Source: an optimization exercise on an open RTL-to-GDS flow (aim: small area). Production flows keep margins and buffers that such runs may drop.
RTL that was checked went through simulation tests only; none was proved equivalent to the original.
Only the layout flow was run in run 3; the RTL was not checked for function there.
The flow treats the clock pin as an ideal source, which a real chip does not have.
No activity file was given, so power comes from the tool's default toggle rates.

File: flow/config.mk
export PLATFORM = sky130hd
export DESIGN_NAME = VGA
export DESIGN_NICKNAME = VGA
export VERILOG_FILES = /design/flow/design.v
export SDC_FILE = /design/flow/constraint.sdc
export NUM_CORES = 4
export LEC_CHECK = 0
export CAP_MARGIN = 20
export CORE_MARGIN = 2
export CORE_UTILIZATION = 40
export SLEW_MARGIN = 20
export SYNTH_MEMORY_MAX_BITS = 8192
File: flow/constraint.sdc
create_clock -name core_clock -period 20.0 [get_ports {clk}]
set_input_delay 4.0000 -clock core_clock [delete_from_list [all_inputs] [get_ports {clk}]]
set_output_delay 4.0000 -clock core_clock [all_outputs]
set_load 0.01 [all_outputs]
File: flow/design.v
`timescale 1ns / 1ps
module VGA
(
	input clk,
	input reset,
	output reg [2:0] vgaRed,
	output reg [2:0] vgaGreen,
	output reg [1:0] vgaBlue,
	output hsync,
	output vsync,
	output MemOE,
	output MemWR,
	output RamCE,
	output RamLB,
	output RamUB,
	output [22:0] MemAdr,
	input  [15:0] MemDataIn,
	output reg [15:0] Digit
	);
	reg [10:0] d;
	reg [11:0] r;
	wire dwrap = (d == 11'd1571);
	always @(posedge clk) begin
		if (reset)
			d <= 11'd2;
		else if (dwrap)
			d <= 11'd0;
		else
			d <= d + 11'd1;
	end
	always @(posedge clk) begin
		if (reset || (dwrap && r == 12'd2598))
			r <= 12'd4091;
		else
			r <= r + {10'd0, dwrap, d[8:0] == 9'd511};
	end
	wire vline = (r < 12'd2400);
	wire dig_ld = vline && (d[1:0] == 2'b10) && (d < 11'd1280);
	always @(posedge clk) begin
		if (reset)
			Digit <= 16'h0000;
		else if (dig_ld)
			Digit <= MemDataIn;
	end
	wire vis = vline && (d >= 11'd4) && (d <= 11'd1282);
	always @(posedge clk) begin
		if (reset)
			{vgaRed, vgaGreen, vgaBlue} <= 8'h00;
		else if (!d[0])
			{vgaRed, vgaGreen, vgaBlue} <= !vis ? 8'h00 : d[1] ? Digit[15:8] : Digit[7:0];
	end
	assign hsync = !((d >= 11'd1301) && (d <= 11'd1490));
	wire d_lt3 = (d < 11'd3);
	assign vsync = !(((r >= 12'd2410) && (r <= 12'd2413) && !((r == 12'd2410) && d_lt3)) ||
	                 ((r == 12'd2415) && d_lt3));
	assign MemAdr = {4'd0, r, d[8:2]};
	assign RamCE = 1'b0;
	assign MemOE = 1'b0;
	assign MemWR = 1'b1;
	assign RamLB = 1'b0;
	assign RamUB = 1'b0;
endmodule
File: flow/run.sh
#!/bin/bash
# synth_recipe.tcl (not shown) runs the flow's synth.tcl, then flattens the netlist and writes it again
# the make line also repeats each setting of config.mk as NAME=value (left out here)
make -C /OpenROAD-flow-scripts/flow DESIGN_CONFIG=/design/flow/config.mk WORK_HOME=/design/flow/orfs CLKGATE_MAP_FILE= SYNTH_SCRIPT=/design/flow/synth_recipe.tcl finish
==> results of run 1 <==
[synth_stat cells, drive strengths merged (3+ instances only)]
| library cell | instances |
|---|---|
| dfxtp | 47 |
| nor2 | 32 |
| buf | 27 |
| mux2i | 25 |
| nand2 | 23 |
| nand3 | 11 |
| xnor2 | 10 |
| inv | 8 |
| o32ai | 8 |
| ha | 6 |
| xor2 | 6 |
| clkbuf | 5 |
| nor3 | 5 |
| o21ai | 5 |
| and2 | 4 |
| nor4b | 3 |
| or2 | 3 |
[sequential cells by signal (all words and copies together), names as in the netlist]
| register | flops |
|---|---|
| r | 12 |
| vgaBlue | 2 |
| vgaRed | 3 |
| d | 11 |
| vgaGreen | 3 |
| Digit | 16 |
[path summary, 6_finish.rpt]
check / startpoint / to / cells past startpoint
hold / removal: vgaBlue[0] / vgaBlue[0] / 2
hold reg to reg: vgaBlue[0] / vgaBlue[0] / 2
setup / recovery: d[1] / hsync / 7
setup reg to reg: d[1] / r[10] / 9
[cell type report]
type                       count  area [um2]
inverter                       8        30.0
timing repair buffer          63         628
fill                         565        2800
tap                           75        93.8
clock buffer                   7        96.3
clock inverter                 1        7.51
sequential                    47         941
multi-input combinational    182        1250
[where the power goes]
part / internal (mW) / switching, mW / leakage [nW]
clock network: 0.0315 / 0.0312 / 0.0505
logic: 0.00761 / 0.00554 / 0.819
registers: 0.0942 / 0.00331 / 0.380
[per-stage QoR]
stage,hold WS [ns],setup slack [ns]
global placement,0.461,13.78
detailed placement,0.468,13.74
finish,0.480,13.46
floorplan,0.494,14.18
global route,0.512,13.25
CTS,0.481,13.42
[cell families (layout without fill, tap and decap cells)]
kind of cell	after synthesis	count (layout)
flip-flops	47	47
buffers and inverters	40	79
other	2	9
AO/OA/AOI/OAI	30	30
XOR/XNOR	16	16
AND/OR/NAND/NOR	95	95
multiplexers	25	25
adder cells (fa/ha/maj)	7	7
[layer usage]
| layer | up-vias | track usage [%] | wire [um] |
|---|---|---|---|
| met2 | 60 | 25.1 | 2320 |
| met5 | - | 0 | 0 |
| met3 | 2 | 6.78 | 403 |
| li1 | 971 | - | - |
| met4 | 0 | 3.56 | 33 |
| met1 | 890 | 22.1 | 2450 |
[worst register-to-register path, stage by stage, from the launching register on]
cell	delay, ns
dfxtp_1	0.81
ha_1	0.40
nand3_1	0.17
nor4_4	0.42
inv_1	0.11
fa_1	0.47
and4b_1	0.38
nand4_1	0.13
xor2_1	0.15
nand2_1	0.06
==> run_results.csv, run 1 <==
group,metric,value,unit
status,status,"complete, no violations",
final_layout,final_layout_size_suffix_gt1_share,6.17,%
grt,antenna_found_initial,0,
synth,synth-seq-area-share,39.3,%
synth,synth_area,2390,um2
synth,synth_edf_count,0,
worst_setup_path,critPathLaunchType,"register",
sta,hold_viol,0,
synth,synth_top_family_by_area,"simple AND/OR/NAND/NOR gates",
synth,avgSynthCellArea,9.14,um2
worst_setup_path,cp_max_fo,17,
cts,clk_latency,0.29,ns
floorplan,pin_count,72,
final_layout,fin_area,3050,um2
cts,clock_sinks,47,
cts,cts_buffer_depth,2,
cts,cts_hold_buf,0,
pwr,power.total,173,uW
cts,postCtsSetupBuffers,0,
sta,slew_viol_final,0,
grt,grt_max_degree,29,
final_layout,layout.cells.non_filler,383,
synth,synth-compound-area-share,10.2,%
pwr,p_leak,1.25,nW
drt,wl,5200,um
job,maxCapViolations,0,
floorplan,die_w,81.4,um
worst_setup_path,path_common_cell,"o21ai_0",
sta,worst_pin_slew,1.05,ns
sta,setup_violations,0,
worst_setup_path,crit_path_end_kind,"output pin",
drt,avgRoutedWirePerCell,13.6,um
sta,rsz0062_at_grt,"false",
drt,via_per_inst,5.02,
sta,fin_tns_setup,0,ns
worst_setup_path,ff2ff_setup_slack,16.78,ns
grt,grt_usage,16.6,%
worst_setup_path,crit_chain,"inv_1 > ha_1 > o31a_1 > o21ai_0 > a211oi_1 > o21ai_0 > clkdlybuf4s50_1",
worst_setup_path,crit_path_top_delay_cell,"dfxtp_1",
synth,yosysUniqueCellTypes,49,
placed_design,dp.cells,375,
hold_path,hold_path.class,"reg -> reg",
placed_design,place_area,2940,um2
synth,yosysTopAreaCellShare,39.3,%
worst_setup_path,critical_path_class,"reg -> out",
cts,ctsResizeCount,0,
synth,ys.flop_type,"dfxtp_1",
cts,cts_tree,"built",
synth,synthTopCellsByArea,"dfxtp_1 (39%), mux2i_1 (10%), buf_4 (5.3%), nor2_1 (5.0%), xnor2_1 (3.7%)",
cts,cts_root_buf,"clkbuf_8",
synth,synth_area_leader_cell,"dfxtp_1",
cts,htreeDepth,2,
placed_design,gp_congestion,0.787,
floorplan,fp.coreArea,5850,um2
cts,clk_pin_slew,0.09,ns
floorplan,initial_core_util,40.9,%
synth,yosys.area_share.simple,20.1,%
grt,grt_pass1_wl,8620,um
sta,post-route-min-period,6.54,ns
final_layout,fin_util,52.1,%
final_layout,finalNetCount,332,
drt,drc,0,
cts,numCtsBuffers,5,
worst_setup_path,crit_buf_inv,2,
grt,grt_pass1_vias,1751,
worst_setup_path,cp_top_family,"flip-flops",
worst_setup_path,arrival,2.54,ns
drt,first_pass_iters,4,
grt,grt-ovfl-total,0,
synth,synth_cells,262,
drt,ant_nets,0,
placed_design,io_buffer_count,62,
worst_setup_path,max_stage_delay,0.81,ns
drt,drt_iter0_markers,197,
synth,synth_warnings,1,
synth,synth.area.mux_share,10.5,%
synth,ys_seq_elements,47,
synth,synthArstFlopShare,0,%
floorplan,dieArea,6620,um2
drt,vias,1923,
synth,synth_xor_area_share,5.85,%
placed_design,place_hpwl,3690,um
worst_setup_path,cp.required,16.00,ns
pwr,vdd_drop_max,0.0373,mV
floorplan,num_rows,28,
final_layout,final_common_cell,"clkdlybuf4s50_1",
floorplan,die_h,81.4,um
sta,achievable-frequency,0.153,GHz
sta,period_share,32.7,%
final_layout,final_cell_mix,"clkdlybuf4s50_1 (62), dfxtp_1 (47), nor2_1 (32)",
pwr,power_density,56.9,nW/um2
final_layout,n_antenna_cell,0,
sta,max_slew_margin,28.3,%
synth,synthAdderAreaFrac,3.97,%
sta,fin_skew,0.00530,ns
final_layout,syn_to_final_growth,27.4,%
==> inputs of run 2 (changes only) <==
--- a/flow/config.mk
+++ b/flow/config.mk
@@ -6,7 +6,7 @@
 export NUM_CORES = 4
 export LEC_CHECK = 0
+export ABC_AREA = 1
 export CAP_MARGIN = 20
 export CORE_MARGIN = 2
 export CORE_UTILIZATION = 40
 export SLEW_MARGIN = 20
-export SYNTH_MEMORY_MAX_BITS = 8192
==> run 2 against run 1 <==
Still clean. Combinational power is 4% higher. Area after synthesis grew 2.1%. Flip-flop and latch count is the same. Final area is 2.5% higher. Core utilization increased by 0.65 points. Global-route usage rose by 1.4 points. Largest power group unchanged.
==> run_results.csv, run 2 <==
group,metric,value,unit
worst_setup_path,critPathLaunchType,"register",
synth,synth_area,2440,um2
drt,drc,0,
synth,synthAdderAreaFrac,3.89,%
synth,yosysUniqueCellTypes,31,
synth,synth-seq-area-share,38.5,%
synth,yosys.area_share.simple,28.1,%
cts,clock_sinks,47,
sta,fin_ws,13.70,ns
final_layout,n_antenna_cell,0,
synth,synth_most_common_cell,"nand2_1",
grt,grt_pass1_vias,2031,
floorplan,die_h,82.2,um
sta,post-route-min-period,6.30,ns
placed_design,dp_worst_setup_slack,13.98,ns
sta,period_share,31.5,%
placed_design,place_hpwl,4410,um
synth,ys_seq_elements,47,
hold_path,whs_path_depth,2,
final_layout,nFillCells,596,
placed_design,gp_congestion,0.877,
sta,hold_viol,0,
sta,slew_viol_final,0,
sta,setup_violations,0,
drt,via_per_inst,4.87,
hold_path,hold_path.class,"reg -> reg",
final_layout,syn_to_final_growth,27.8,%
floorplan,initial_core_util,41.3,%
grt,grt_max_degree,26,
cts,htreeDepth,2,
drt,first_pass_iters,4,
final_layout,reg_top3,"Digit (16), r (12), d (11)",
synth,synth_edf_count,0,
cts,cts_buffer_depth,2,
floorplan,pin_count,72,
drt,vias,2288,
pwr,vdd_drop_max,0.0319,mV
synth,synthTopCellsByArea,"dfxtp_1 (38%), nand2_1 (8.9%), nor2_1 (7.1%), a21oi_1 (6.3%), o21ai_0 (5.9%)",
floorplan,fp.coreArea,5920,um2
cts,ctsResizeCount,0,
sta,rsz0062_at_grt,"false",
cts,clk_pin_slew,0.09,ns
sta,fin_tns_setup,0,ns
final_layout,final_cell_mix,"clkdlybuf4s50_1 (62), nand2_1 (58), dfxtp_1 (47)",
synth,synth_top_family_by_area,"simple AND/OR/NAND/NOR gates",
pwr,p_leak,1.23,nW
placed_design,io_buffer_count,62,
floorplan,num_rows,28,
synth,synth-compound-area-share,14.5,%
cts,cts_tree,"built",
synth,synth_xor_area_share,1.79,%
sta,max_slew_margin,57.1,%
cts,cts_root_buf,"clkbuf_8",
cts,postCtsSetupBuffers,0,
worst_setup_path,worstRegToRegCells,13,
drt,drt_iter0_markers,122,
worst_setup_path,cp.required,16.00,ns
final_layout,final_common_cell,"clkdlybuf4s50_1",
floorplan,die_w,82.2,um
grt,antenna_found_initial,0,
cts,numCtsBuffers,5,
synth,synthTopCellsByCount,"nand2_1 (58), dfxtp_1 (47), nor2_1 (46), inv_1 (33), a21oi_1 (31)",
job,maxCapViolations,0,
synth,yosysTopAreaCellShare,38.5,%
sta,worst_pin_slew,0.642,ns
synth,ys.flop_type,"dfxtp_1",
drt,ant_nets,0,
worst_setup_path,critical_path_class,"reg -> out",
grt,grt-ovfl-total,0,
cts,cts_hold_buf,0,
worst_setup_path,crit_path_end_kind,"output pin",
cts,clk_latency,0.30,ns
worst_setup_path,cp_max_fo,18,
final_layout,final_layout_size_suffix_gt1_share,5.57,%
grt,grt_pass1_wl,9490,um
synth,synth_cells,344,
sta,fin_skew,0.00689,ns
synth,synth_area_leader_cell,"dfxtp_1",
drt,wl,5790,um
synth,synth_warnings,1,
drt,avgRoutedWirePerCell,12.3,um
synth,synth.area.mux_share,0,%
final_layout,finalNetCount,419,
final_layout,largest-register,"Digit",
worst_setup_path,arrival,2.30,ns
floorplan,dieArea,6750,um2
grt,grt_usage,17.9,%
synth,synthArstFlopShare,0,%
sta,achievable-frequency,0.159,GHz
pwr,power_density,58.5,nW/um2
final_layout,largest_register_ffs,16,
status,status,"complete, no violations",
synth,avgSynthCellArea,7.11,um2
==> run 2: cells by family after synthesis <==
family,Yosys count
buffers and inverters,62
AO/OA/AOI/OAI,68
XOR/XNOR,5
adder cells (fa/ha/maj),7
flip-flops,47
other,2
AND/OR/NAND/NOR,153
==> run 2: routing by layer <==
layer	part of all wire, %	vias to the layer above	track usage (%)
met5	0	-	0
met4	1.1	0	4.83
met3	4.8	6	4.46
met2	45	55	27.0
met1	49	1032	25.4
li1	-	1195	-
==> run 2: area by class of cell <==
cell class | count | area (um2) | share of cell area, %
clock inverter | 2 | 35.0 | 1.12
timing repair buffer | 62 | 621 | 19.9
multi-input combinational | 242 | 1220 | 38.9
clock buffer | 6 | 82.6 | 2.64
tap | 75 | 93.8 | 3.00
sequential | 47 | 941 | 30.1
inverter | 36 | 135 | 4.33
==> run 2: worst max-delay path, cell delays in order, from the launching register on <==
cell and delay [ns]:
dfxtp_1 0.65, inv_2 0.16, ha_1 0.21, o21ai_0 0.15, nand2_1 0.07, nand2_1 0.06, a31oi_1 0.06, o21ai_0 0.09
clkdlybuf4s50_1 0.56
==> run 2: per-stage QoR <==
stage / power (mW) / std cells / hold slack, ns / utilization, % / instance area, um2
final: 0.183 / 470 / 0.467 / 52.8 / 3120
after global routing: 0.193 / 470 / 0.498 / 52.8 / 3120
after CTS: 0.185 / 470 / 0.469 / 52.8 / 3120
after detailed placement: 0.113 / 462 / 0.455 / 50.8 / 3010
after global placement: 0.112 / 462 / 0.462 / 50.8 / 3010
after floorplan: 0.109 / 351 / 0.481 / - / 2470
==> run 2: report_power, final <==
part | switching, mW | internal [mW]
sequential | 0.00251 | 0.0942
combinational | 0.00731 | 0.00639
clock | 0.0318 | 0.0405
==> run 2: worst paths after layout <==
| check | from | end | slack, ns |
|---|---|---|---|
| worst max register to register | d[0] | r[10] | 16.69 |
| worst min-delay path | vgaRed[2] | vgaRed[2] | 0.47 |
| worst min register to register | vgaRed[2] | vgaRed[2] | 0.47 |
| worst max-delay path | d[1] | hsync | 13.70 |
==> inputs of run 3 (changes only) <==
--- a/flow/design.v
+++ b/flow/design.v
@@ -20,5 +20,7 @@
 	reg [10:0] d;
 	reg [11:0] r;
-	wire dwrap = (d == 11'd1571);
+	wire dwrap = d[10] & d[9] & d[5] & d[1] & d[0];                   
+	wire rinc  = dwrap | ((&d[7:0]) & (d[8] | d[10]));                
+	wire rlast = r[11] & ~r[10] & r[9] & r[5] & r[2] & r[1] & r[0];    
 	always @(posedge clk) begin
 		if (reset)
@@ -30,11 +32,13 @@
 	end
 	always @(posedge clk) begin
-		if (reset || (dwrap && r == 12'd2598))
+		if (reset || (dwrap && rlast))
 			r <= 12'd4091;
 		else
-			r <= r + {10'd0, dwrap, d[8:0] == 9'd511};
+			r <= r + {11'd0, rinc};
 	end
 	wire vline = (r < 12'd2400);
-	wire dig_ld = vline && (d[1:0] == 2'b10) && (d < 11'd1280);
+	wire d_lt1280 = ~d[10] | ~(d[9] | d[8]);
+	wire d_lt1284 = ~d[10] | (~d[9] & (~d[8] | ~(|d[7:2])));
+	wire dig_ld = vline & d[1] & ~d[0] & d_lt1280;
 	always @(posedge clk) begin
 		if (reset)
@@ -43,5 +47,5 @@
 			Digit <= MemDataIn;
 	end
-	wire vis = vline && (d >= 11'd4) && (d <= 11'd1282);
+	wire vis = vline & (|d[10:2]) & d_lt1284;
 	always @(posedge clk) begin
 		if (reset)
@@ -51,7 +55,8 @@
 	end
 	assign hsync = !((d >= 11'd1301) && (d <= 11'd1490));
-	wire d_lt3 = (d < 11'd3);
-	assign vsync = !(((r >= 12'd2410) && (r <= 12'd2413) && !((r == 12'd2410) && d_lt3)) ||
-	                 ((r == 12'd2415) && d_lt3));
+	wire d_le2 = ~(|d[10:2]) & ~(d[1] & d[0]);
+	wire r_2408 = (r[11:3] == 9'd301);                                 
+	assign vsync = !(r_2408 & (r[2] | r[1]) &
+	                 ~((r[2:0] == 3'b010) & d_le2) & ~((r[2:0] == 3'b111) & ~d_le2));
 	assign MemAdr = {4'd0, r, d[8:2]};
 	assign RamCE = 1'b0;
==> flow/flow/run.sh (new file) <==
#!/bin/bash
# Standard layout, but the port buffers buffer_ports inserts are buf_1 rather than the
# tool's default pick. The make output goes to flow.log; each ORFS step logs under orfs/logs/.
set -euo pipefail
bash standard.sh "BUFFER_PORTS_ARGS=-buffer_cell sky130_fd_sc_hd__buf_1" finish > flow.log 2>&1
==> flow/standard.sh (new file) <==
#!/bin/bash
# synth_recipe.tcl (not shown) runs the flow's synth.tcl, then flattens the netlist and writes it again
# the make line also repeats each setting of config.mk as NAME=value (left out here)
make -C /OpenROAD-flow-scripts/flow DESIGN_CONFIG=/design/flow/config.mk WORK_HOME=/design/flow/orfs CLKGATE_MAP_FILE= SYNTH_SCRIPT=/design/flow/synth_recipe.tcl "${@:-finish}"
--- a/flow/config.mk
+++ b/flow/config.mk
@@ -6,5 +6,4 @@
 export NUM_CORES = 4
 export LEC_CHECK = 0
-export ABC_AREA = 1
 export CAP_MARGIN = 20
 export CORE_MARGIN = 2
removed: flow/run.sh
==> run 3 against run 2 <==
Largest power group unchanged. Global-route usage is 3.0 points lower. Area after synthesis is 7.0% lower. Count of clock-buffer cells in the layout is 1 lower. Worst setup slack better by 0.12 ns. Power is 2.7% lower. Final area is 18% lower. Critical endpoint unchanged. Clock skew is 0.00083 ns higher. Register-to-register slack better by 0.24 ns. First-iteration DRC count is 45% lower. Still clean.
==> run_results.csv, run 3 <==
group,metric,value,unit
grt,grt_usage,14.9,%
cts,ctsResizeCount,0,
final_layout,reg_top3,"Digit (16), r (12), d (11)",
sta,achievable-frequency,0.162,GHz
synth,synth_most_common_cell,"dfxtp_1",
final_layout,final_cell_mix,"buf_1 (62), dfxtp_1 (47), nor2_1 (41)",
final_layout,syn_to_final_growth,12.7,%
synth,ys_seq_elements,47,
pwr,power_density,69.3,nW/um2
drt,via_per_inst,4.83,
synth,synthTopCellsByArea,"dfxtp_1 (41%), mux2i_1 (11%), nor2_1 (6.8%), buf_4 (5.3%), xnor2_1 (3.9%)",
worst_setup_path,critPathLaunchType,"register",
floorplan,dieArea,6310,um2
grt,antenna_found_initial,0,
worst_setup_path,max_stage_delay,0.83,ns
worst_setup_path,worstRegToRegCells,10,
cts,htreeDepth,2,
worst_setup_path,cp_max_fo,15,
synth,synth_warnings,1,
drt,vias,1805,
final_layout,largest_register_ffs,16,
synth,synth_area_leader_cell,"dfxtp_1",
worst_setup_path,arrival,2.18,ns
worst_setup_path,rr_startpoint,"d[1]",
cts,clk_pin_slew,0.09,ns
worst_setup_path,reg2reg_to,"r[10]",
sta,rsz0062_at_grt,"false",
pwr,power.total,178,uW
grt,grt_max_degree,22,
synth,synth_cells,252,
synth,synth-seq-area-share,41.4,%
cts,clk_latency,0.30,ns
final_layout,final_layout_size_suffix_gt1_share,6.62,%
worst_setup_path,critical_path_class,"reg -> out",
sta,post-route-min-period,6.18,ns
final_layout,final_common_cell,"buf_1",
synth,yosysUniqueCellTypes,37,
hold_path,hold_path.class,"reg -> reg",
worst_setup_path,cp.required,16.00,ns
floorplan,pin_count,72,
synth,yosysTopAreaCellShare,41.4,%
synth,synth_area,2270,um2
floorplan,die_h,79.4,um
grt,grt-ovfl-total,0,
floorplan,num_rows,27,
drt,avgRoutedWirePerCell,11.9,um
synth,synthTopCellsByCount,"dfxtp_1 (47), nor2_1 (41), mux2i_1 (25), nand2_1 (22), buf_4 (16)",
floorplan,die_w,79.4,um
worst_setup_path,crit_path_end_kind,"output pin",
pwr,p_leak,1.09,nW
cts,numCtsBuffers,5,
sta,max_slew_margin,41.0,%
grt,grt_pass1_vias,1683,
grt,grt_pass1_wl,7540,um
floorplan,fp.coreArea,5510,um2
cts,clock_sinks,47,
final_layout,largest-register,"Digit",
job,maxCapViolations,0,
synth,synthArstFlopShare,0,%
drt,drc,0,
sta,setup_violations,0,
drt,first_pass_iters,4,
placed_design,gp_congestion,0.799,
final_layout,n_antenna_cell,0,
placed_design,place_hpwl,3250,um
cts,postCtsSetupBuffers,0,
worst_setup_path,crit_cells,7,
status,status,"complete, no violations",
drt,ant_nets,0,
sta,worst_pin_slew,0.884,ns
placed_design,io_buffer_count,62,
cts,cts_hold_buf,0,
sta,period_share,30.9,%
sta,fin_skew,0.00772,ns
worst_setup_path,startpoint,"d[1]",
synth,ys.flop_type,"dfxtp_1",
cts,cts_tree,"built",
worst_setup_path,crit_buf_inv,2,
drt,wl,4450,um
final_layout,finalNetCount,324,
pwr,vdd_drop_max,0.0471,mV
cts,cts_root_buf,"clkbuf_8",
worst_setup_path,ff2ff_setup_slack,16.93,ns
synth,avgSynthCellArea,9.03,um2
floorplan,initial_core_util,41.3,%
sta,fin_tns_setup,0,ns
worst_setup_path,cp_top_family,"flip-flops",
worst_setup_path,endpoint,"hsync",
sta,slew_viol_final,0,
drt,drt_iter0_markers,67,
synth,synth_edf_count,0,
sta,hold_viol,0,
cts,cts_buffer_depth,2,
worst_setup_path,crit_path_top_delay_cell,"dfxtp_1",
worst_setup_path,crit_chain,"inv_1 > ha_1 > o31a_1 > o21ai_0 > nand2_1 > o2111ai_1 > buf_1",
-- run 3: cell types whose count changed after synthesis, sizes merged, moves of 6 or more --
cell    before  now
nand2       60   22
o21ai       32   14
mux2i        0   25
a21oi       31    2
xnor2        0   10
nor2        49   41
clkbuf       2    8
nand3       23    8
inv         36    6
-- run 3: logic make-up (layout without fill, tap and decap cells) --
group	count (synthesis)	in the layout	share of synthesized area [%]
AO/OA/AOI/OAI	25	25	9.74
AND/OR/NAND/NOR	98	98	19.5
multiplexers	25	25	11.0
flip-flops	47	47	41.4
adder cells (fa/ha/maj)	5	5	2.75
XOR/XNOR	17	17	6.55
buffers and inverters	33	76	8.80
other	2	9	0.330
-- run 3: cell type report --
cell class              instances  area [um2]
repair buffers                 62         233
clock buffers                   5        68.8
flip-flops and latches         47         941
well taps                      72        90.1
multi-input cells             179        1160
inverters                       6        22.5
clock inverters                 3        47.5
fillers                       561        2940
-- run 3: worst min path at each step --
stage                     slack [ns]  cells past startpoint   startpoint           to
after floorplan                 0.48                      2   vgaBlue[0]   vgaBlue[0]
after global placement          0.44                      2    vgaRed[0]    vgaRed[0]
after detailed placement        0.45                      2  vgaGreen[2]  vgaGreen[2]
after CTS                       0.47                      2  vgaGreen[1]  vgaGreen[1]
after global routing            0.48                      2  vgaGreen[2]  vgaGreen[2]
final                           0.46                      2  vgaGreen[1]  vgaGreen[1]
-- run 3: worst min-delay path, stage by stage (launching register included) --
cell and delay, ns:
dfxtp_1 0.32, nand2_1 0.06, o21ai_2 0.04
-- run 3: power by group --
part	internal, mW	leakage, nW	switching, mW	total, mW
sequential	0.0943	0.380	0.00264	0.0969
combinational	0.00365	0.653	0.00536	0.00901
clock	0.0379	0.0587	0.0338	0.0717
-- run 3: layer usage --
| layer | global-route usage (%) | routed length [um] |
|---|---|---|
| met3 | 4.41 | 307 |
| met4 | 5.52 | 58 |
| met1 | 19.1 | 2080 |
| met2 | 23.7 | 2000 |
| met5 | 0 | 0 |
-- run 3: stage by stage --
step | setup WS (ns) | hold WS (ns) | std cells | instance area, um2 | util, %
after floorplan | 14.51 | 0.484 | 259 | 2300 | -
after global placement | 14.16 | 0.436 | 366 | 2450 | 44.4
after detailed placement | 14.14 | 0.446 | 366 | 2450 | 44.4
after CTS | 13.79 | 0.467 | 374 | 2560 | 46.5
after global routing | 13.62 | 0.485 | 374 | 2560 | 46.5
final | 13.82 | 0.464 | 374 | 2560 | 46.5
==> inputs of run 4 (changes only) <==
--- a/flow/design.v
+++ b/flow/design.v
@@ -41,17 +41,15 @@
 	wire d_lt1284 = ~d[10] | (~d[9] & (~d[8] | ~(|d[7:2])));
 	wire dig_ld = vline & d[1] & ~d[0] & d_lt1280;
-	always @(posedge clk) begin
-		if (reset)
-			Digit <= 16'h0000;
-		else if (dig_ld)
-			Digit <= MemDataIn;
-	end
+	wire dig_new  = dig_ld & ~reset;
+	wire dig_keep = ~dig_ld & ~reset;
+	always @(posedge clk)
+		Digit <= ({16{dig_new}} & MemDataIn) | ({16{dig_keep}} & Digit);
 	wire vis = vline & (|d[10:2]) & d_lt1284;
-	always @(posedge clk) begin
-		if (reset)
-			{vgaRed, vgaGreen, vgaBlue} <= 8'h00;
-		else if (!d[0])
-			{vgaRed, vgaGreen, vgaBlue} <= !vis ? 8'h00 : d[1] ? Digit[15:8] : Digit[7:0];
-	end
+	wire pix_hi   = ~reset & ~d[0] & vis & d[1];
+	wire pix_lo   = ~reset & ~d[0] & vis & ~d[1];
+	wire pix_keep = ~reset & d[0];
+	always @(posedge clk)
+		{vgaRed, vgaGreen, vgaBlue} <= ({8{pix_hi}} & Digit[15:8]) | ({8{pix_lo}} & Digit[7:0]) |
+		                               ({8{pix_keep}} & {vgaRed, vgaGreen, vgaBlue});
 	assign hsync = !((d >= 11'd1301) && (d <= 11'd1490));
 	wire d_le2 = ~(|d[10:2]) & ~(d[1] & d[0]);
==> flow/flow/run.sh (replaced) <==
#!/bin/bash
# The standard layout (standard.sh) with three changes:
#  - synthesis maps the logic for area: an area-oriented abc script and no adder cells
#    (flow/synth.tcl, flow/area.abc);
#  - the port buffers that buffer_ports inserts are buf_1;
#  - the clock tree uses small clock buffers and no dummy loads.
# make's output goes to flow.log; each ORFS step writes its own log under orfs/logs/.
set -euo pipefail
here=$(pwd)
export FLOW_ABC_SCRIPT=$here/flow/area.abc
bash standard.sh "SYNTH_SCRIPT=$here/flow/synth.tcl" \
  "BUFFER_PORTS_ARGS=-buffer_cell sky130_fd_sc_hd__buf_1" \
  "CTS_ARGS=-sink_clustering_enable -repair_clock_nets -buf_list sky130_fd_sc_hd__clkbuf_4 -root_buf sky130_fd_sc_hd__clkbuf_8 -dont_use_dummy_load" \
  SKIP_REPAIR_TIE_FANOUT=1 finish > flow.log 2>&1
==> flow/flow/area.abc (new file) <==
strash
&get -n
&fraig -x
&put
scorr
dc2
strash
&get -n
&dch -f
&nf -p
&put
==> flow/flow/synth.tcl (new file) <==
# The standard synthesis (synth_recipe.tcl), with two changes to how the combinational logic
# is mapped: the abc call uses flow/area.abc, an area-oriented script, instead of ORFS's speed
# script; and adders are left to Yosys's own ripple techmap and to abc, without ORFS's
# Kogge-Stone carry map or its half/full-adder cell extraction (extract_fa). Everything else,
# the flip-flop mapping included, is unchanged.
set ::env(ADDER_MAP_FILE) ""
set ::env(SYNTH_OPERATIONS_ARGS) " "
proc synth {args} { yosys synth -nofsm -noshare {*}$args }
proc abc {args} {
  set i [lsearch -exact $args -script]
  if {$i >= 0} { set args [lreplace $args $i [expr {$i + 1}] -script $::env(FLOW_ABC_SCRIPT)] }
  yosys abc {*}$args
}
source $::env(SCRIPTS_DIR)/synth.tcl
# left out here: clear keep_hierarchy, flatten, clean up, hide names made inside functions, write 1_2_yosys.v
--- a/flow/config.mk
+++ b/flow/config.mk
@@ -8,4 +8,5 @@
 export CAP_MARGIN = 20
 export CORE_MARGIN = 2
-export CORE_UTILIZATION = 40
+export CORE_UTILIZATION = 70
+export PLACE_DENSITY = 0.9
 export SLEW_MARGIN = 20
==> run 4 against run 3 <==
Flip-flop and latch count is the same. Routed wire length shrank 0.90%. Count of clock-buffer cells in the layout is the same. Non-clock buffer count grew 1. Critical path depth shrank 2. Combinational power shrank 27%. Clock skew grew 0.010 ns. Maximum frequency grew 7.6%. Die area shrank 51%. Critical endpoint is now vsync. Largest power group unchanged. Sequential share of layout area grew 7.9 points. Area after synthesis shrank 17%.
==> run_results.csv, run 4 <==
group,metric,value,unit
cts,clk_latency,0.30,ns
sta,worst_pin_slew,0.872,ns
worst_setup_path,rr_startpoint,"d[0]",
floorplan,die_h,55.9,um
cts,ctsResizeCount,0,
worst_setup_path,cp.required,16.00,ns
final_layout,n_antenna_cell,0,
final_layout,largest-register,"Digit",
drt,drt_iter0_markers,114,
cts,clock_sinks,47,
hold_path,hold_path.class,"reg -> reg",
worst_setup_path,worstRegToRegCells,7,
drt,first_pass_iters,5,
worst_setup_path,reg2reg_to,"r[10]",
floorplan,pin_count,72,
hold_path,min_from,"vgaBlue[0]",
pwr,power_density,72.1,nW/um2
final_layout,finalNetCount,270,
cts,cts_buffer_depth,2,
grt,grt_pass1_vias,1570,
sta,rsz0062_at_grt,"false",
drt,vias,1732,
synth,synth_top_family_by_area,"compound AO/OA/AOI/OAI gates",
pwr,power.total,152,uW
cts,postCtsSetupBuffers,0,
placed_design,place_area,2030,um2
placed_design,io_buffer_count,62,
worst_setup_path,critPathLaunchType,"register",
grt,grt_pass1_wl,7020,um
synth,synth_area,1880,um2
worst_setup_path,ff2ff_setup_slack,17.49,ns
final_layout,final_cell_mix,"buf_1 (62), dfxtp_1 (47), a22o_1 (16)",
hold_path,hold_end,"vgaBlue[0]",
sta,hold_viol,0,
floorplan,num_rows,18,
final_layout,final_common_cell,"buf_1",
floorplan,initial_core_util,74.6,%
sta,period_share,28.7,%
sta,max_slew_margin,41.6,%
status,status,"complete, no violations",
hold_path,whs_path_depth,2,
synth,yosys.area_share.simple,15.9,%
cts,cts_hold_buf,0,
synth,synth-compound-area-share,22.2,%
final_layout,fin_util,83.7,%
grt,grt-ovfl-total,0,
sta,setup_violations,0,
sta,slew_viol_final,0,
sta,achievable-frequency,0.174,GHz
drt,drc,0,
worst_setup_path,critical_path_class,"reg -> out",
synth,synth_area_leader_cell,"dfxtp_1",
final_layout,fin_area,2110,um2
synth,yosysTopAreaCellShare,50.0,%
placed_design,place_hpwl,3160,um
drt,via_per_inst,6.19,
cts,cts_tree,"built",
synth,synth-seq-area-share,50.0,%
floorplan,dieArea,3120,um2
pwr,vdd_drop_max,0.0643,mV
worst_setup_path,crit_path_end_kind,"output pin",
synth,synth_most_common_cell,"dfxtp_1",
sta,fin_ws,14.26,ns
grt,grt_usage,28.2,%
cts,numCtsBuffers,5,
placed_design,gp_congestion,0.888,
synth,synthTopCellsByArea,"dfxtp_1 (50%), a22o_1 (7.4%), buf_4 (6.4%), a222oi_1 (4.3%), a21oi_1 (4.0%)",
grt,antenna_found_initial,0,
floorplan,fp.coreArea,2520,um2
synth,synth_edf_count,0,
synth,synthAdderAreaFrac,0,%
drt,avgRoutedWirePerCell,15.7,um
sta,fin_tns_setup,0,ns
grt,grt_max_degree,17,
cts,cts_root_buf,"clkbuf_8",
cts,htreeDepth,2,
synth,ys_seq_elements,47,
cts,clk_pin_slew,0.08,ns
final_layout,final_layout_size_suffix_gt1_share,2.80,%
final_layout,syn_to_final_growth,12.2,%
synth,synthTopCellsByCount,"dfxtp_1 (47), a22o_1 (16), buf_4 (16), a21oi_1 (15), o21ai_0 (14)",
worst_setup_path,cp_max_fo,9,
synth,yosysUniqueCellTypes,30,
placed_design,dp_worst_setup_slack,14.52,ns
synth,synthArstFlopShare,0,%
floorplan,die_w,55.9,um
pwr,p_leak,0.789,nW
synth,synth_warnings,1,
sta,post-route-min-period,5.74,ns
final_layout,largest_register_ffs,16,
synth,synth_cells,198,
synth,synth_xor_area_share,2.33,%
synth,synth.area.mux_share,0.598,%
synth,ys.flop_type,"dfxtp_1",
drt,ant_nets,0,
job,maxCapViolations,0,
final_layout,reg_top3,"Digit (16), r (12), d (11)",
drt,wl,4410,um
sta,fin_skew,0.0178,ns
synth,avgSynthCellArea,9.50,um2
worst_setup_path,arrival,1.74,ns
==> run 4: cell families after synthesis <==
logic type,Yosys count
AO/OA/AOI/OAI,60
XOR/XNOR,5
buffers and inverters,27
flip-flops,47
multiplexers,1
other,2
AND/OR/NAND/NOR,56
==> run 4: cell type report <==
| type | instances | area [um2] |
|---|---|---|
| sequential | 47 | 941 |
| multi-input combinational | 124 | 782 |
| fill | 170 | 412 |
| timing repair buffer | 63 | 240 |
| clock buffer | 5 | 68.8 |
| inverter | 11 | 41.3 |
| tap | 30 | 37.5 |
==> run 4: routing by layer <==
| layer | vias to the layer above | global-route usage, % | share of wire, % |
|---|---|---|---|
| met5 | - | 0 | 0 |
| met4 | 0 | 12.9 | 1.3 |
| met1 | 825 | 33.8 | 40 |
| met3 | 10 | 5.81 | 6.9 |
| met2 | 81 | 48.6 | 52 |
| li1 | 816 | - | - |
==> run 4: how the worst max path moves through the flow <==
stage               startpoint        end  slack, ns  cells after the start
floorplan                 d[4]      vsync      14.76                      4
global placement          d[4]      vsync      14.60                      5
detailed placement       reset  vgaRed[2]      14.52                      5
CTS                       d[4]      vsync      14.27                      5
global route              d[4]      vsync      14.13                      5
finish                    d[4]      vsync      14.26                      5
==> run 4: metrics by stage <==
step / hold WS, ns / cells
final: 0.489 / 280
after global routing: 0.516 / 280
after CTS: 0.491 / 279
after detailed placement: 0.470 / 274
after global placement: 0.465 / 274
after floorplan: 0.467 / 198
==> run 4: where the power goes <==
| group | internal, mW | total (mW) | switching, mW | leakage, nW |
|---|---|---|---|---|
| sequential | 0.0941 | 0.0952 | 0.00105 | 0.380 |
| clock | 0.0226 | 0.0505 | 0.0279 | 0.0359 |
| combinational | 0.00224 | 0.00657 | 0.00434 | 0.373 |
==> run 4: worst max-delay path, cell delays in order (launching register included) <==
cell,delay [ns]
dfxtp_1,0.39
nor4_1,0.37
nand4_1,0.18
o21a_1,0.21
o211ai_1,0.15
buf_1,0.17
==> inputs of run 5 (changes only) <==
==> flow/flow/run.sh (replaced) <==
#!/bin/bash
# The standard layout (standard.sh) with three changes:
#  - synthesis maps the logic for area: an area-oriented abc script and no adder cells
#    (flow/synth.tcl, flow/area.abc);
#  - the port buffers that buffer_ports inserts are buf_1;
#  - the clock tree uses clkbuf_4 and no dummy loads; a buffer whose flip-flops would see a
#    clock slew near the limit becomes clkbuf_8 (flow/cts_fix.tcl, run after CTS).
# make's output goes to flow.log; each ORFS step writes its own log under orfs/logs/.
set -euo pipefail
here=$(pwd)
export FLOW_ABC_SCRIPT=$here/flow/area.abc
bash standard.sh "SYNTH_SCRIPT=$here/flow/synth.tcl" \
  "BUFFER_PORTS_ARGS=-buffer_cell sky130_fd_sc_hd__buf_1" \
  "CTS_ARGS=-sink_clustering_enable -repair_clock_nets -buf_list sky130_fd_sc_hd__clkbuf_4 -root_buf sky130_fd_sc_hd__clkbuf_4 -dont_use_dummy_load" \
  "POST_CTS_TCL=$here/flow/cts_fix.tcl" \
  finish > flow.log 2>&1
==> flow/flow/cts_fix.tcl (new file) <==
estimate_parasitics -placement
set slow_drivers {}
foreach pin [get_pins -hierarchical */CLK] {
  set worst 0.0
  foreach edge {rise fall} {
    foreach analysis {min max} {
      set s [get_property $pin slew_${analysis}_$edge]
      if {[string is double -strict $s]} {
        set ps [expr {[sta::time_ui_sta $s] * 1e12}]
        if {$ps > $worst} { set worst $ps }
      }
    }
  }
  if {$worst > 110.0} {
    set net [get_nets -of_objects $pin]
    foreach drv [get_pins -of_objects $net -filter "direction == output"] {
      set inst [get_cells -of_objects $drv]
      set name [get_full_name $inst]
      if {[lsearch -exact $slow_drivers $name] < 0} { lappend slow_drivers $name }
    }
  }
}
foreach name $slow_drivers {
  set master [get_property [get_cells $name] ref_name]
  if {[string match sky130_fd_sc_hd__clkbuf_* $master] && $master ne "sky130_fd_sc_hd__clkbuf_8"} {
    puts "cts_fix: $name $master -> sky130_fd_sc_hd__clkbuf_8"
    replace_cell [get_cells $name] sky130_fd_sc_hd__clkbuf_8
  }
}
if {[llength $slow_drivers] > 0} {
  detailed_placement
  check_placement -verbose
  estimate_parasitics -placement
}
==> run 5 against run 4 <==
Final area grew 0.42%. Count of clock-buffer cells in the layout is the same. Sequential share of layout area shrank 0.18 points. Worst setup slack lost 0.061 ns. Register-to-register slack gained 0.10 ns. Via count shrank 3.7%. Cell count grew 2.5%. Non-clock buffer count is the same. Critical path type unchanged. Largest power group unchanged.
==> run_results.csv, run 5 <==
group,metric,value,unit
placed_design,place_hpwl,2760,um
sta,setup_violations,0,
final_layout,fin_area,2120,um2
worst_setup_path,crit_path_end_kind,"output pin",
sta,period_share,29.0,%
final_layout,n_antenna_cell,0,
worst_setup_path,critPathLaunchType,"register",
synth,avgSynthCellArea,9.50,um2
floorplan,die_w,55.9,um
final_layout,largest_register_ffs,16,
synth,synth_xor_area_share,2.33,%
synth,synthArstFlopShare,0,%
sta,fin_tns_setup,0,ns
drt,avgRoutedWirePerCell,13.4,um
final_layout,reg_top3,"Digit (16), r (12), d (11)",
hold_path,hold_path.class,"reg -> reg",
floorplan,num_rows,18,
drt,wl,3860,um
floorplan,fp.coreArea,2520,um2
synth,synth_edf_count,0,
synth,synthTopCellsByCount,"dfxtp_1 (47), a22o_1 (16), buf_4 (16), a21oi_1 (15), o21ai_0 (14)",
final_layout,finalNetCount,277,
worst_setup_path,worstRegToRegCells,7,
grt,grt_pass1_wl,6210,um
pwr,vdd_drop_max,0.0651,mV
floorplan,die_h,55.9,um
synth,yosysTopAreaCellShare,50.0,%
final_layout,syn_to_final_growth,12.6,%
status,status,"complete, no violations",
placed_design,place_area,2060,um2
final_layout,register_area,941,um2
synth,synth_area_leader_cell,"dfxtp_1",
grt,grt_max_degree,17,
drt,drc,0,
floorplan,dieArea,3120,um2
drt,via_per_inst,5.81,
synth,synthTopCellsByArea,"dfxtp_1 (50%), a22o_1 (7.4%), buf_4 (6.4%), a222oi_1 (4.3%), a21oi_1 (4.0%)",
worst_setup_path,max_stage_delay,0.39,ns
sta,hold_viol,0,
floorplan,initial_core_util,74.6,%
worst_setup_path,cp.required,16.00,ns
worst_setup_path,arrival,1.80,ns
sta,post-route-min-period,5.80,ns
worst_setup_path,ff2ff_setup_slack,17.59,ns
sta,max_slew_margin,25.8,%
synth,synthAdderAreaFrac,0,%
synth,synth.area.mux_share,0.598,%
final_layout,final_common_cell,"buf_1",
cts,cts_tree,"built",
worst_setup_path,rr_startpoint,"d[0]",
sta,rsz0062_at_grt,"false",
placed_design,io_buffer_count,62,
grt,antenna_found_initial,0,
final_layout,fin_util,84.0,%
pwr,p_leak,0.806,nW
synth,synth_warnings,1,
worst_setup_path,crit_path_top_delay_cell,"nor4_1",
synth,ys_seq_elements,47,
final_layout,final_cell_mix,"buf_1 (62), dfxtp_1 (47), a22o_1 (16)",
synth,synth_cells,198,
pwr,power_density,68.6,nW/um2
synth,synth_area,1880,um2
final_layout,nFillCells,159,
job,maxCapViolations,0,
grt,grt_pass1_vias,1387,
synth,yosysUniqueCellTypes,30,
worst_setup_path,reg2reg_to,"r[10]",
final_layout,final_layout_size_suffix_gt1_share,2.33,%
final_layout,multi_input_area,806,um2
synth,ys.flop_type,"dfxtp_1",
synth,synth_top_family_by_area,"compound AO/OA/AOI/OAI gates",
sta,fin_skew,0.0185,ns
sta,worst_pin_slew,1.11,ns
worst_setup_path,startpoint,"d[4]",
pwr,power.total,145,uW
worst_setup_path,cp_max_fo,9,
sta,slew_viol_final,0,
worst_setup_path,crit_chain,"nor4_1 > nand4_1 > o21a_1 > o211ai_1 > buf_1",
placed_design,gp_congestion,0.797,
worst_setup_path,endpoint,"vsync",
grt,grt_usage,24.7,%
sta,achievable-frequency,0.172,GHz
cts,clk_pin_slew,0.08,ns
final_layout,largest-register,"Digit",
cts,clock_sinks,47,
synth,synth_most_common_cell,"dfxtp_1",
drt,ant_nets,0,
worst_setup_path,critical_path_class,"reg -> out",
floorplan,pin_count,72,
cts,clk_latency,0.32,ns
drt,vias,1668,
drt,drt_iter0_markers,93,
grt,grt-ovfl-total,0,
synth,synth-seq-area-share,50.0,%
synth,synth-compound-area-share,22.2,%
synth,yosys.area_share.simple,15.9,%
drt,first_pass_iters,7,
==> run 5: changes by cell type in the layout (fill, tap and decap cells not counted), sizes merged <==
cell    delta
buf        -1
clkbuf     +1
conb       +7
==> run 5: cell type report <==
class                           count  share of cell area (%)
Multi-Input combinational cell    131                    38.0
Timing Repair Buffer               63                    11.2
Clock buffer                        5                    2.66
Sequential cell                    47                    44.4
Inverter                           11                    1.95
Tap cell                           30                    1.77
==> run 5: routing by layer <==
metal / vias up / track usage (%) / routed length [um]
met4: 0 / 7.82 / 25
met2: 72 / 38.6 / 1820
met5: - / 0 / 0
met1: 765 / 34.5 / 1730
li1: 827 / - / -
met3: 4 / 4.88 / 286
==> run 5: cell families (layout without fill, tap and decap cells) <==
kind of cell           count (synthesis)  after routing
other                                  2              9
buffers and inverters                 27             79
XOR/XNOR                               5              5
flip-flops                            47             47
multiplexers                           1              1
AO/OA/AOI/OAI                         60             60
AND/OR/NAND/NOR                       56             56
==> run 5: how the worst min path moves through the flow <==
stage	slack, ns	depth (start not counted)	to	start
final	0.49	2	vgaGreen[2]	vgaGreen[2]
after global routing	0.52	2	vgaGreen[2]	vgaGreen[2]
after detailed placement	0.47	2	vgaRed[2]	vgaRed[2]
after global placement	0.47	2	vgaGreen[2]	vgaGreen[2]
after floorplan	0.47	1	d[6]	d[6]
==> run 5: worst max-delay path: cells and delay by family (launching register included) <==
kind	cells	cell delay (ns)
AOI/OAI and AO/OA	2	0.36
DFF	1	0.38
buffers and inverters	1	0.17
and+or+nand+nor	2	0.59
==> run 5: where the power goes <==
group	switching [mW]	internal, mW
clock	0.0257	0.0182
sequential	0.00103	0.0941
combinational	0.00421	0.00211
==> run 5: stage by stage <==
stage          setup slack [ns]  hold WS, ns  instances
3_5_place_dp              14.52        0.475        281
5_1_grt                   14.02        0.522        287
3_3_place_gp              14.55        0.473        281
2_1_floorplan             14.76        0.467        205
6_report                  14.20        0.488        287
==> inputs of run 6 (changes only) <==
--- a/flow/flow/run.sh
+++ b/flow/flow/run.sh
@@ -1,4 +1,4 @@
 #!/bin/bash
-# The standard layout (standard.sh) with three changes:
+# The standard layout (standard.sh) with four changes:
 #  - synthesis maps the logic for area: an area-oriented abc script and no adder cells
 #    (flow/synth.tcl, flow/area.abc);
@@ -6,4 +6,6 @@
 #  - the clock tree uses clkbuf_4 and no dummy loads; a buffer whose flip-flops would see a
 #    clock slew near the limit becomes clkbuf_8 (flow/cts_fix.tcl, run after CTS).
+#  - constant outputs share one tie cell per value (SKIP_REPAIR_TIE_FANOUT) instead of one
+#    tie cell per port.
 # make's output goes to flow.log; each ORFS step writes its own log under orfs/logs/.
 set -euo pipefail
@@ -14,3 +16,4 @@
   "CTS_ARGS=-sink_clustering_enable -repair_clock_nets -buf_list sky130_fd_sc_hd__clkbuf_4 -root_buf sky130_fd_sc_hd__clkbuf_4 -dont_use_dummy_load" \
   "POST_CTS_TCL=$here/flow/cts_fix.tcl" \
+  SKIP_REPAIR_TIE_FANOUT=1 \
   finish > flow.log 2>&1
--- a/flow/flow/cts_fix.tcl
+++ b/flow/flow/cts_fix.tcl
@@ -12,5 +12,5 @@
     }
   }
-  if {$worst > 110.0} {
+  if {$worst > 120.0} {
     set net [get_nets -of_objects $pin]
     foreach drv [get_pins -of_objects $net -filter "direction == output"] {
==> run 6 against run 5 <==
Largest power group unchanged. Critical path type unchanged. Highest routed layer unchanged. Clock power shrank 1%. Core utilization decreased by 1.3 points. Routed wire length is 16% higher. Critical path depth is the same. Worst setup slack got worse by 0.015 ns. First-iteration DRC count rose by 40%.
==> run_results.csv, run 6 <==
group,metric,value,unit
final_layout,finalNetCount,269,
grt,grt_pass1_wl,7150,um
drt,via_per_inst,6.26,
drt,avgRoutedWirePerCell,16.0,um
drt,drt_iter0_markers,130,
synth,synthArstFlopShare,0,%
pwr,vdd_drop_max,0.0827,mV
synth,synth_warnings,1,
placed_design,place_area,2030,um2
status,status,"complete, no violations",
sta,achievable-frequency,0.172,GHz
final_layout,n_antenna_cell,0,
synth,synth_cells,198,
synth,avgSynthCellArea,9.50,um2
final_layout,final_common_cell,"buf_1",
worst_setup_path,cp_max_fo,9,
drt,dr.max_layer_used,"met4",
floorplan,die_h,55.9,um
floorplan,fp.coreArea,2520,um2
worst_setup_path,rr_startpoint,"d[0]",
synth,ys_seq_elements,47,
final_layout,reg_top3,"Digit (16), r (12), d (11)",
worst_setup_path,critPathLaunchType,"register",
drt,first_pass_iters,5,
cts,cts_tree,"built",
sta,max_slew_margin,40.0,%
drt,wl_met1,1680,um
worst_setup_path,worstRegToRegCells,7,
sta,rsz0062_at_grt,"false",
worst_setup_path,crit_chain,"nor4_1 > nand4_1 > o21a_1 > o211ai_1 > buf_1",
final_layout,nFillCells,176,
floorplan,num_rows,18,
placed_design,gp_congestion,0.888,
worst_setup_path,critical_path_class,"reg -> out",
job,maxCapViolations,0,
worst_setup_path,arrival,1.82,ns
worst_setup_path,max_stage_delay,0.40,ns
pwr,comb_power_share,4.4,%
pwr,swShare,22.6,%
placed_design,place_hpwl,3160,um
final_layout,syn_to_final_growth,10.9,%
drt,wl_met2,2290,um
synth,ys.flop_type,"dfxtp_1",
pwr,switchingPower,32.7,uW
synth,synth_edf_count,0,
final_layout,final_cell_mix,"buf_1 (62), dfxtp_1 (47), a22o_1 (16)",
drt,ant_nets,0,
worst_setup_path,reg2reg_to,"r[10]",
grt,antenna_found_initial,0,
grt,grt_pass1_vias,1566,
worst_setup_path,ff2ff_setup_slack,17.55,ns
synth,synth_area,1880,um2
cts,clock_sinks,47,
sta,fin_tns_setup,0,ns
final_layout,largest_register_ffs,16,
sta,worst_pin_slew,0.896,ns
drt,wl,4480,um
pwr,clkPwrFrac,30.0,%
sta,setup_violations,0,
synth,synth_area_leader_cell,"dfxtp_1",
floorplan,dieArea,3120,um2
hold_path,hold_path.class,"reg -> reg",
final_layout,final_layout_size_suffix_gt1_share,2.81,%
synth,synth_most_common_cell,"dfxtp_1",
floorplan,initial_core_util,74.6,%
grt,grt_usage,29.2,%
floorplan,pin_count,72,
sta,hold_viol,0,
sta,fin_skew,0.0249,ns
worst_setup_path,crit_path_top_delay_cell,"dfxtp_1",
placed_design,io_buffer_count,62,
sta,post-route-min-period,5.82,ns
pwr,p_leak,0.776,nW
final_layout,fin_area,2090,um2
synth,yosysTopAreaCellShare,50.0,%
drt,met3_length,388,um
pwr,power_density,69.5,nW/um2
worst_setup_path,crit_path_end_kind,"output pin",
sta,slew_viol_final,0,
drt,vias,1747,
hold_path,min_from,"vgaBlue[0]",
synth,synth-seq-area-share,50.0,%
cts,clk_pin_slew,0.10,ns
synth,synthTopCellsByArea,"dfxtp_1 (50%), a22o_1 (7.4%), buf_4 (6.4%), a222oi_1 (4.3%), a21oi_1 (4.0%)",
cts,clk_latency,0.36,ns
grt,grt_max_degree,17,
worst_setup_path,cp.required,16.00,ns
grt,grt-ovfl-total,0,
drt,drc,0,
floorplan,die_w,55.9,um
pwr,seq_power_share,65.6,%
synth,synthTopCellsByCount,"dfxtp_1 (47), a22o_1 (16), buf_4 (16), a21oi_1 (15), o21ai_0 (14)",
worst_setup_path,endpoint,"vsync",
sta,period_share,29.1,%
synth,yosysUniqueCellTypes,30,
worst_setup_path,startpoint,"d[4]",
final_layout,largest-register,"Digit",
pwr,internal-power,112,uW
[run 6: cell types whose count changed in the layout (fill, tap and decap cells not counted)]
cell,before,now
clkbuf_4,2,3
clkbuf_2,1,0
nor2_1,10,9
clkbuf_8,3,2
nor2b_1,3,2
nor2_2,0,1
nor2b_2,0,1
conb_1,9,2
[run 6: stage by stage]
stage | setup slack [ns] | utilization (%) | total power, mW | instances | hold WS [ns]
floorplan | 14.76 | - | 0.103 | 198 | 0.467
global placement | 14.60 | 80.6 | 0.103 | 274 | 0.465
detailed placement | 14.52 | 80.6 | 0.104 | 274 | 0.470
global route | 14.04 | 82.7 | 0.150 | 279 | 0.516
finish | 14.18 | 82.7 | 0.145 | 279 | 0.491
[run 6: cell families (layout without fill, tap and decap cells)]
kind of cell | after synthesis | count (layout) | synth area share [%]
AOI/OAI and AO/OA | 60 | 60 | 22.2
xor gates and xnor gates | 5 | 5 | 2.33
buffers and inverters | 27 | 78 | 8.58
DFF | 47 | 47 | 50.0
muxes | 1 | 1 | 0.598
other | 2 | 2 | 0.399
and+or+nand+nor | 56 | 56 | 15.9
[run 6: power by group through the flow]
stage,logic (mW),clock network [mW],registers [mW]
floorplan,0.00550,0,0.0970
finish,0.00644,0.0434,0.0951
global route,0.00708,0.0471,0.0953
detailed placement,0.00622,0,0.0973
global placement,0.00595,0,0.0972
[run 6: cell type report]
class | count | area (um2) | area share (%)
inverters | 11 | 41.3 | 1.98
multi-input cells | 124 | 785 | 37.6
repair buffers | 62 | 233 | 11.2
flip-flops and latches | 47 | 941 | 45.1
well taps | 30 | 37.5 | 1.80
clock buffers | 5 | 50.0 | 2.40
[run 6: how the worst min path moves through the flow]
stage | to | slack, ns | cells past startpoint
finish | vgaBlue[0] | 0.49 | 2
global route | vgaBlue[0] | 0.52 | 2
detailed placement | vgaBlue[0] | 0.47 | 2
global placement | vgaBlue[1] | 0.46 | 2
floorplan | d[6] | 0.47 | 1
[run 6: routing by layer]
layer | track usage [%] | vias to the layer above
li1 | - | 812
met2 | 50.3 | 99
met5 | 0 | -
met3 | 5.35 | 14
met1 | 34.4 | 822
met4 | 15.6 | 0
[run 6: worst max-delay path, delay by kind of cell, from the launching register on]
family	cells	cell delay (ns)
AOI/OAI and AO/OA	2	0.34
buffers and inverters	1	0.17
DFF	1	0.40
and+or+nand+nor	2	0.55
==> inputs of run 7 (changes only) <==
--- a/flow/config.mk
+++ b/flow/config.mk
@@ -8,5 +8,4 @@
 export CAP_MARGIN = 20
 export CORE_MARGIN = 2
-export CORE_UTILIZATION = 70
-export PLACE_DENSITY = 0.9
+export CORE_UTILIZATION = 40
 export SLEW_MARGIN = 20
==> run 7 against run 6 <==
Highest routed layer unchanged. Largest cell class unchanged. Final area grew 1.9%. Register-to-register slack got worse by 0.03 ns. Worst setup slack got worse by 0.0023 ns. Sequential power barely moved. Still clean. Combinational power fell by 3%. Synthesized cell count did not move.
==> run_results.csv, run 7 <==
group,metric,value,unit
floorplan,dieArea,5270,um2
final_layout,final_layout_size_suffix_gt1_share,2.80,%
final_layout,largest_register_ffs,16,
final_layout,n_antenna_cell,0,
drt,vias,1585,
grt,grt-ovfl-total,0,
synth,avgSynthCellArea,9.50,um2
sta,period_share,29.1,%
floorplan,pin_count,72,
grt,grt_pass1_vias,1367,
floorplan,fp.coreArea,4440,um2
drt,drc,0,
final_layout,reg_top3,"Digit (16), r (12), d (11)",
final_layout,fin_util,47.8,%
drt,ant_nets,0,
worst_setup_path,crit_path_top_delay_cell,"dfxtp_1",
sta,max_slew_margin,41.6,%
sta,fin_skew,0.0328,ns
synth,synth_edf_count,0,
drt,wl,4080,um
worst_setup_path,cp_top_family,"simple AND/OR/NAND/NOR gates",
final_layout,register_area,941,um2
sta,finalHoldWorstSlack,0.497,ns
floorplan,initial_core_util,42.3,%
sta,setup_violations,0,
placed_design,gp_congestion,0.783,
cts,clk_latency,0.35,ns
synth,synth_area_leader_cell,"dfxtp_1",
sta,achievable-frequency,0.172,GHz
placed_design,io_buffer_count,62,
worst_setup_path,cp_max_fo,9,
grt,grt_max_degree,17,
synth,synth_cells,198,
worst_setup_path,ff2ff_setup_slack,17.52,ns
worst_setup_path,crit_path_end_kind,"output pin",
drt,first_pass_iters,6,
final_layout,largest-register,"Digit",
pwr,power_density,69.5,nW/um2
floorplan,die_h,72.6,um
synth,ys.flop_type,"dfxtp_1",
sta,fin_tns_setup,0,ns
pwr,vdd_drop_max,0.0272,mV
synth,yosysTopAreaCellShare,50.0,%
worst_setup_path,crit_chain,"nor4_1 > nand4_1 > o21a_1 > o211ai_1 > buf_1",
final_layout,finalNetCount,270,
drt,avgRoutedWirePerCell,13.5,um
synth,synth_area,1880,um2
floorplan,die_w,72.6,um
placed_design,place_hpwl,2980,um
sta,rsz0062_at_grt,"false",
hold_path,hold_path.class,"reg -> reg",
sta,worst_pin_slew,0.872,ns
final_layout,nFillCells,458,
drt,via_per_inst,5.25,
cts,clock_sinks,47,
drt,drt_iter0_markers,112,
final_layout,multi_input_area,782,um2
synth,synth_warnings,1,
synth,synthArstFlopShare,0,%
final_layout,layout.cells.non_filler,302,
worst_setup_path,arrival,1.82,ns
synth,synthTopCellsByArea,"dfxtp_1 (50%), a22o_1 (7.4%), buf_4 (6.4%), a222oi_1 (4.3%), a21oi_1 (4.0%)",
sta,slew_viol_final,0,
synth,synth-seq-area-share,50.0,%
synth,ys_seq_elements,47,
synth,yosysUniqueCellTypes,30,
grt,grt_usage,15.8,%
floorplan,num_rows,24,
worst_setup_path,crit_buf_inv,1,
placed_design,dp.cells,297,
synth,synth_most_common_cell,"dfxtp_1",
grt,antenna_found_initial,0,
pwr,p_leak,0.784,nW
sta,post-route-min-period,5.82,ns
cts,clk_pin_slew,0.08,ns
synth,synthTopCellsByCount,"dfxtp_1 (47), a22o_1 (16), buf_4 (16), a21oi_1 (15), o21ai_0 (14)",
worst_setup_path,max_stage_delay,0.39,ns
grt,grt_pass1_wl,6570,um
job,maxCapViolations,0,
worst_setup_path,cp.required,16.00,ns
status,status,"complete, no violations",
final_layout,final_cell_mix,"buf_1 (62), dfxtp_1 (47), a22o_1 (16)",
final_layout,final_common_cell,"buf_1",
sta,hold_viol,0,
worst_setup_path,critPathLaunchType,"register",
pwr,power.total,148,uW
cts,cts_tree,"built",
final_layout,syn_to_final_growth,13.0,%
worst_setup_path,critical_path_class,"reg -> out",
-- run 7: per-stage QoR --
step,cell area (um2),setup slack [ns]
after floorplan,1880,14.76
after global placement,2060,14.51
after detailed placement,2070,14.51
after global routing,2130,13.98
final,2130,14.18
-- run 7: cell families (layout without fill, tap and decap cells) --
group                  Yosys count  count (layout)  synth area share [%]
AO/OA/AOI/OAI                   60              60                  22.2
XOR/XNOR                         5               5                  2.33
buffers and inverters           27              79                  8.58
flip-flops                      47              47                  50.0
multiplexers                     1               1                 0.598
other                            2               2                 0.399
AND/OR/NAND/NOR                 56              56                  15.9
-- run 7: final cells by class --
cell class | count | share of cell area (%)
inverter | 11 | 1.94
clock buffer | 5 | 2.65
tap | 52 | 3.06
timing repair buffer | 63 | 11.3
sequential | 47 | 44.3
multi-input combinational | 124 | 36.8
-- run 7: path summary, 6_finish.rpt --
| kind | startpoint | end | cells past startpoint |
|---|---|---|---|
| worst max-delay path | d[4] | vsync | 5 |
| worst max register to register | d[0] | r[10] | 7 |
| worst min register to register | Digit[13] | vgaRed[0] | 2 |
| worst min-delay path | Digit[13] | vgaRed[0] | 2 |
-- run 7: layer usage --
metal / global-route usage, % / wire (um) / vias up
met5: 0 / 0 / -
met4: 3.70 / 30 / 0
met3: 5.52 / 235 / 5
met2: 22.7 / 1850 / 47
met1: 22.6 / 1960 / 715
li1: - / - / 818
-- run 7: tightest hold or removal path, delay by kind of cell, from the launching register on --
family                 cells  cell delay (ns)
flip-flops                 1             0.35
AO/OA/AOI/OAI              1             0.08
buffers and inverters      1             0.04
-- run 7: power by group --
part / switching, mW / total [mW] / leakage, nW / internal [mW]
Clock: 0.0281 / 0.0463 / 0.0308 / 0.0182
Sequential: 0.000996 / 0.0951 / 0.380 / 0.0941
Combinational: 0.00412 / 0.00626 / 0.374 / 0.00213
==> inputs of run 8 (changes only) <==
--- a/flow/config.mk
+++ b/flow/config.mk
@@ -9,3 +9,4 @@
 export CORE_MARGIN = 2
 export CORE_UTILIZATION = 40
+export PLACE_DENSITY = 0.9
 export SLEW_MARGIN = 20
==> run 8 against run 7 <==
Still clean. Die area stayed put. Global-route usage is 0.33 points lower. First-iteration DRC count is 5.4% lower. Worst hold slack worse by 0.0069 ns. Combinational power is 0.6% higher. Final area is 0.53% lower. Sequential share of layout area is 0.24 points higher. Count of clock-buffer cells in the layout stayed put. Flip-flop and latch count stayed put. Critical path type unchanged. Critical endpoint unchanged. Highest routed layer unchanged.
==> run_results.csv, run 8 <==
group,metric,value,unit
status,status,"complete, no violations",
floorplan,pin_count,72,
final_layout,layout.cells.non_filler,301,
cts,cts_tree,"built",
pwr,vdd_drop_max,0.0419,mV
placed_design,io_buffer_count,62,
floorplan,die_w,72.6,um
sta,rsz0062_at_grt,"false",
sta,fin_ws,14.18,ns
drt,ant_nets,0,
final_layout,multi_input_area,785,um2
final_layout,fin_util,47.6,%
worst_setup_path,worstRegToRegCells,7,
cts,clock_sinks,47,
final_layout,register_area,941,um2
worst_setup_path,critical_path_class,"reg -> out",
worst_setup_path,cp_top_family,"simple AND/OR/NAND/NOR gates",
synth,synth_cells,198,
pwr,power_density,68.6,nW/um2
grt,antenna_found_initial,0,
placed_design,place_hpwl,2930,um
synth,synth_area_leader_cell,"dfxtp_1",
floorplan,dieArea,5270,um2
synth,synth_area,1880,um2
pwr,p_leak,0.776,nW
final_layout,finalNetCount,269,
drt,via_per_inst,5.47,
sta,max_slew_margin,40.7,%
synth,yosysTopAreaCellShare,50.0,%
final_layout,reg_top3,"Digit (16), r (12), d (11)",
synth,synthArstFlopShare,0,%
placed_design,dp_worst_setup_slack,14.47,ns
worst_setup_path,critPathLaunchType,"register",
drt,vias,1647,
drt,drc,0,
worst_setup_path,max_stage_delay,0.39,ns
final_layout,final_common_cell,"buf_1",
final_layout,syn_to_final_growth,12.4,%
cts,clk_pin_slew,0.11,ns
grt,grt_max_degree,17,
drt,avgRoutedWirePerCell,13.8,um
sta,achievable-frequency,0.172,GHz
synth,synth_edf_count,0,
sta,period_share,29.1,%
worst_setup_path,crit_path_top_delay_cell,"dfxtp_1",
job,maxCapViolations,0,
synth,ys.flop_type,"dfxtp_1",
worst_setup_path,arrival,1.82,ns
pwr,power.total,145,uW
sta,hold_viol,0,
worst_setup_path,crit_chain,"nor4_1 > nand4_1 > o21a_1 > o211ai_1 > buf_1",
placed_design,dp.cells,296,
worst_setup_path,crit_buf_inv,1,
floorplan,die_h,72.6,um
sta,slew_viol_final,0,
drt,wl,4150,um
grt,grt_pass1_vias,1377,
worst_setup_path,crit_cells,5,
synth,ys_seq_elements,47,
drt,drt_iter0_markers,106,
sta,fin_tns_setup,0,ns
synth,avgSynthCellArea,9.50,um2
hold_path,hold_path.class,"reg -> reg",
grt,grt_pass1_wl,6290,um
final_layout,largest-register,"Digit",
synth,yosysUniqueCellTypes,30,
synth,synthTopCellsByArea,"dfxtp_1 (50%), a22o_1 (7.4%), buf_4 (6.4%), a222oi_1 (4.3%), a21oi_1 (4.0%)",
final_layout,final_layout_size_suffix_gt1_share,2.81,%
worst_setup_path,crit_path_end_kind,"output pin",
drt,first_pass_iters,6,
synth,synth-seq-area-share,50.0,%
synth,synthTopCellsByCount,"dfxtp_1 (47), a22o_1 (16), buf_4 (16), a21oi_1 (15), o21ai_0 (14)",
floorplan,num_rows,24,
worst_setup_path,cp_max_fo,9,
synth,synth_most_common_cell,"dfxtp_1",
sta,worst_pin_slew,0.885,ns
grt,grt-ovfl-total,0,
sta,post-route-min-period,5.82,ns
cts,clk_latency,0.35,ns
final_layout,n_antenna_cell,0,
final_layout,largest_register_ffs,16,
grt,grt_usage,15.4,%
worst_setup_path,cp.required,16.00,ns
synth,synth_warnings,1,
sta,setup_violations,0,
final_layout,final_cell_mix,"buf_1 (62), dfxtp_1 (47), a22o_1 (16)",
hold_path,whs_path_depth,2,
sta,fin_skew,0.0268,ns
final_layout,nFillCells,440,
floorplan,fp.coreArea,4440,um2
floorplan,initial_core_util,42.3,%
placed_design,gp_congestion,0.850,
[run 8: cell counts after synthesis]
No cell type changed its count.
[run 8: cells by family (layout without fill, tap and decap cells)]
group,after synthesis,after routing,synth area share [%]
AOI/OAI and AO/OA,60,60,22.2
xor gates and xnor gates,5,5,2.33
buffers and inverters,27,78,8.58
DFF,47,47,50.0
muxes,1,1,0.598
other,2,2,0.399
and+or+nand+nor,56,56,15.9
[run 8: per-layer routing]
layer | track usage, % | routed length, um
met2 | 23.9 | 1950
met5 | 0 | 0
met3 | 5.11 | 274
met4 | 6.79 | 42
met1 | 19.6 | 1880
[run 8: layout make-up]
type,count,share of cell area [%]
inverters,11,1.95
well taps,52,3.08
clock buffers,5,2.37
flip-flops and latches,47,44.5
repair buffers,62,11.0
multi-input cells,124,37.1
[run 8: report_power, final]
| group | switching (mW) | total, mW | internal [mW] |
|---|---|---|---|
| clock | 0.0274 | 0.0435 | 0.0161 |
| combinational | 0.00417 | 0.00630 | 0.00213 |
| sequential | 0.00103 | 0.0951 | 0.0941 |
[run 8: worst register-to-register path, cell delays in order, from the launching register on]
cell and delay (ns):
dfxtp_1 0.47, and4_1 0.33, and4b_1 0.34, a21o_1 0.23
and4_1 0.31, and4_1 0.32, and3_1 0.20, o21ai_0 0.08
[run 8: stage by stage]
stage / hold WS [ns] / instance area (um2)
after floorplan: 0.467 / 1880
after global placement: 0.467 / 2060
after detailed placement: 0.473 / 2060
after global routing: 0.510 / 2110
final: 0.490 / 2110
[run 8: final timing paths]
| path | slack [ns] | end | startpoint |
|---|---|---|---|
| worst max register to register | 17.54 | r[10] | d[0] |
| worst min register to register | 0.49 | vgaRed[2] | Digit[15] |
| worst max-delay path | 14.18 | vsync | d[4] |
| worst min-delay path | 0.49 | vgaRed[2] | Digit[15] |

-- static timing again, ports no longer ideal --
The results above use ideal ports. As a check the final layouts listed here were re-extracted and re-timed, cells and wires unchanged.
Step 1, drivers: a clkbuf_16 drives clk and a buf_2 each remaining input, both assumed.
Step 2, shift: input delay + t, output delay - t, t = (earliest + latest rising clock arrival at the registers) / 2. This alone moves slack from input paths to output paths.
Slacks: ideal / step 1 / step 2; pairs: ideal / step 1.
| run | t (ns) | slack for setup (ns) | worst setup path after step 2 | latest minus earliest clock arrival (ns) | cell pins on the clock port's net |
|---|---|---|---|---|---|
| run 1 | 0.314 | 13.461 / 13.432 / 13.746 | register to output | 0.006 / 0.005 | 1 |
| run 2 | 0.321 | 13.697 / 13.668 / 13.989 | register to output | 0.008 / 0.008 | 1 |
| run 3 | 0.327 | 13.820 / 13.793 / 14.120 | register to output | 0.008 / 0.007 | 1 |
| run 4 | 0.314 | 14.258 / 14.234 / 14.459 | input to register | 0.018 / 0.018 | 1 |
| run 5 | 0.336 | 14.197 / 14.175 / 14.504 | input to register | 0.019 / 0.019 | 1 |
| run 6 | 0.372 | 14.182 / 14.160 / 14.459 | input to register | 0.025 / 0.025 | 1 |
| run 7 | 0.361 | 14.180 / 14.158 / 14.519 | register to output | 0.033 / 0.032 | 1 |
| run 8 | 0.359 | 14.183 / 14.158 / 14.478 | input to register | 0.026 / 0.027 | 1 |
After both steps setup and hold are still met in every run listed.
